Background: an optimization exercise with open tools, aiming at small area, a short achievable clock period and few clock cycles. Do not read the settings as production practice.
Function was checked by simulation only, so behaviour that the tests miss may differ from the original.
No activity file was given, so power comes from the tool's default toggle rates.

== v24 ==
## conv_top
module conv_top
  #(
    parameter integer C_S00_AXIS_TDATA_WIDTH = 32
  )
  (
    input wire CLK,
    input wire RESETN,
    output wire S_AXIS_TREADY,
    input wire [C_S00_AXIS_TDATA_WIDTH-1 : 0] S_AXIS_TDATA,
    input wire [(C_S00_AXIS_TDATA_WIDTH/8)-1 : 0] S_AXIS_TKEEP,
    input wire S_AXIS_TUSER,
    input wire S_AXIS_TLAST,
    input wire S_AXIS_TVALID,
    input wire M_AXIS_TREADY,
    output wire M_AXIS_TUSER,
    output wire [C_S00_AXIS_TDATA_WIDTH-1 : 0] M_AXIS_TDATA,
    output wire [(C_S00_AXIS_TDATA_WIDTH/8)-1 : 0] M_AXIS_TKEEP,
    output wire M_AXIS_TLAST,
    output wire M_AXIS_TVALID,
    input wire [31:0] PADDR,
    input wire PSEL,
    input wire PENABLE,
    input wire PWRITE,
    input wire [31:0] PWDATA,
    output wire PSLVERR,
    output wire PREADY,
    output wire [31:0] PRDATA,
    output wire [13:0] MEM_ADDR,
    output wire [31:0] MEM_WDATA,
    output wire MEM_EN,
    output wire MEM_WE,
    input wire [31:0] MEM_RDATA
  );
Size in the first run: roughly 3400 cells after synthesis, about 600 flip-flops, about 260 I/O pins.
==> flow/config.mk <==
export PLATFORM = sky130hd
export DESIGN_NAME = conv_top
export DESIGN_NICKNAME = conv_top
export VERILOG_FILES = /design/flow/design.v
export SDC_FILE = /design/flow/constraint.sdc
export NUM_CORES = 4
export LEC_CHECK = 0
export CAP_MARGIN = 20
export CORE_MARGIN = 2
export CORE_UTILIZATION = 30
export SETUP_SLACK_MARGIN = 5
export SLEW_MARGIN = 20
==> flow/constraint.sdc <==
create_clock -name core_clock -period 10.0 [get_ports {CLK}]
set_input_delay 2.0000 -clock core_clock [delete_from_list [all_inputs] [get_ports {CLK}]]
set_output_delay 2.0000 -clock core_clock [all_outputs]
set_load 0.01 [all_outputs]
standard.sh (not shown) runs the stock make flow with config.mk's settings and CLKGATE_MAP_FILE= SYNTH_SCRIPT=/design/flow/synth_recipe.tcl, a recipe that flattens the netlist after the stock synthesis.
==> flow/flow/run.sh <==
#!/bin/bash
# The standard layout, with ORFS's timing repair aiming further below the
# fixed 10 ns clock (the clock and constraints are unchanged).
set -euo pipefail
bash standard.sh SETUP_SLACK_MARGIN=6.5 finish > flow_make.log 2>&1
The final layout from v24, which completed every stage, passed the timing, DRC and antenna checks at the end of the flow.
Testbench counts of v24, summed over its fixed seeds: cycles 10,440.
Input changes introduced in v3 (baseline for comparison: v24):
Settings: changing CORE_UTILIZATION from 30 to 40.
==> flow/flow/run.sh <==
#!/bin/bash
# The standard layout, with ORFS's timing repair aiming further below the
# fixed 10 ns clock (the clock and constraints are unchanged).
set -euo pipefail
bash standard.sh SETUP_SLACK_MARGIN=6.0 finish > flow_make.log 2>&1
## What came out
- In summary, v3 completed successfully, with a layout that passed the timing, DRC and antenna checks.
- Looking at final cell count, v3 sits below v24.
- Compare v24 and v3 | met1 track utilization from global routing lower: v24
- v3 ended with less number of resized instances in the post-cts repair step than v24.
- Going from v24 to v3, number of non-clock buffers went down 54; sum of routed wire length over all layers went down 11 mm.
What v9 does differently from v3 at the input level:
==> flow/run.sh (new file) <==
#!/bin/bash
# synth_recipe.tcl (not shown) runs the flow's synth.tcl, then flattens the netlist and writes it again
# the make line also repeats each setting of config.mk as NAME=value (left out here)
make -C /OpenROAD-flow-scripts/flow DESIGN_CONFIG=/design/flow/config.mk WORK_HOME=/design/flow/orfs CLKGATE_MAP_FILE= SYNTH_SCRIPT=/design/flow/synth_recipe.tcl finish
removed: flow/flow/run.sh
removed: flow/standard.sh
==> comparison <==
- Going from v3 to v9, relative slew slack shrinks by 12 points.
- Sum of routed wire length over all layers across v3 and v9: no real change.
- Number of DRC violations after detailed-routing iteration 0, v9 vs v3: down slightly
- Highest cell delay on the worst timing path in v9 vs v3: up 70 ps
- Comparing v9 with v3, the sequential share of cell area came out essentially unchanged.
- Status: switching part of the total power parity (v9, v3)
- Placed cell count: v3 vs v9 identical
- As far as total power is concerned, v9 and v3 perform about the same.
- The final area of v3 and that of v9 are within noise of each other.
--- input diff v9..v33 ---
==> flow/flow/run.sh (new file) <==
#!/bin/bash
# The standard layout, with ORFS's timing repair aiming further below the
# fixed 10 ns clock (the clock and constraints are unchanged).
set -euo pipefail
bash standard.sh SETUP_SLACK_MARGIN=6.5 finish > flow_make.log 2>&1
==> flow/standard.sh (new file) <==
#!/bin/bash
# synth_recipe.tcl (not shown) runs the flow's synth.tcl, then flattens the netlist and writes it again
# the make line also repeats each setting of config.mk as NAME=value (left out here)
make -C /OpenROAD-flow-scripts/flow DESIGN_CONFIG=/design/flow/config.mk WORK_HOME=/design/flow/orfs CLKGATE_MAP_FILE= SYNTH_SCRIPT=/design/flow/synth_recipe.tcl "${@:-finish}"
removed: flow/run.sh
==> comparison <==
Both conditions hold for v9: the flow ran to the end and the final layout passed the timing, DRC and antenna checks.
v33 completed every stage of the flow, and the final layout passed the timing, DRC and antenna checks.
Clock-buffer cell count sits lower in v33 than in v9.
Taking v9 as 1.0, v33 lands at 1.2 on non-clock buffer count.
Transition time at the pin with the least slew margin delta for v33 relative to v9: 210 ps lower
The area added between synthesis and finish of v33 exceeds that of v9 by 2.1 points.

## the previous run
conv_top, a different RTL version from the one above (not shown whole).
For scale: ~3500 cells after synthesis, ~600 flip-flops, roughly 260 I/O pins, ~36000 µm² of cells after synthesis.
export LEC_CHECK = 0
export CAP_MARGIN = 20
export CORE_MARGIN = 2
export CORE_UTILIZATION = 40
export CTS_BUF_LIST = sky130_fd_sc_hd__clkbuf_4 sky130_fd_sc_hd__clkbuf_8
export SETUP_SLACK_MARGIN = 5
export SLEW_MARGIN = 20
create_clock -name core_clock -period 10.0 [get_ports {CLK}]
==> flow/flow/run.sh <==
#!/bin/bash
# The standard layout, with ORFS's timing repair aiming further below the
# fixed 10 ns clock (the clock and constraints are unchanged).
set -euo pipefail
bash standard.sh SETUP_SLACK_MARGIN=6.5 finish > flow_make.log 2>&1
Testbench counts of the previous run, summed over its fixed seeds: cycles 10,530.
Changes in the current run relative to the previous run:
# the previous run
export LEC_CHECK = 0
export CAP_MARGIN = 20
export CORE_MARGIN = 2
export CORE_UTILIZATION = 40
export CTS_BUF_LIST = sky130_fd_sc_hd__clkbuf_4 sky130_fd_sc_hd__clkbuf_8
export SETUP_SLACK_MARGIN = 5
export SLEW_MARGIN = 20
create_clock -name core_clock -period 10.0 [get_ports {CLK}]
# the current run
export LEC_CHECK = 0
export CAP_MARGIN = 20
export CORE_MARGIN = 2
export CORE_UTILIZATION = 40
export PLACE_DENSITY = 0.75
export SETUP_SLACK_MARGIN = 5
export SLEW_MARGIN = 20
create_clock -name core_clock -period 10.0 [get_ports {CLK}]
## What came out
The current run vs. the previous run: cell area went down by 0.44%. Delta (the current run minus the previous run): peak clock frequency supported by timing shows an increase of 0.0043 GHz; sequential cell area shows no meaningful change; worst slack at placement shows an increase of 330 ps; setup slack shows an increase of 53 ps; wire length shows a reduction of about 1.3%. The area used by multi-input combinational logic of the current run falls short of that of the previous run by about 0.46%.

==> afterwards: timing with drivers on the ports <==
The flow's constraints put no driver on any port. The routed layouts listed below were extracted and timed again, unchanged, in two steps.
Step 1 assumes that a clkbuf_16 drives the clock port and a buf_2 every other input.
Step 2 times the ports against the registers' clock, not the clock port: input delays grow and output delays shrink by t, the midpoint of the rising clock arrivals with the driver on.
a / b / c = ideal ports / drivers / drivers and shift; a / b = the first two.
run | t (ns) | setup WS [ns] | latest minus earliest clock arrival (ns) | cell pins on the clock port's net
v24 | 0.682 | 6.482 / 6.438 / 5.931 | 0.041 / 0.041 | 1
v3 | 0.667 | 6.094 / 6.094 / 5.539 | 0.062 / 0.062 | 1
v9 | 0.666 | 5.682 / 5.682 / 5.499 | 0.060 / 0.060 | 1
v33 | 0.675 | 6.493 / 6.453 / 5.969 | 0.026 / 0.026 | 1
the previous run | 0.785 | 6.453 / 6.467 / 5.691 | 0.085 / 0.085 | 1
the current run | 0.657 | 6.506 / 6.494 / 5.999 | 0.055 / 0.055 | 1
After both steps setup and hold are still met in every run listed. The setup slack of the previous run, which loses most, moves by +0.014 ns with the drivers and by -0.762 ns with both steps.
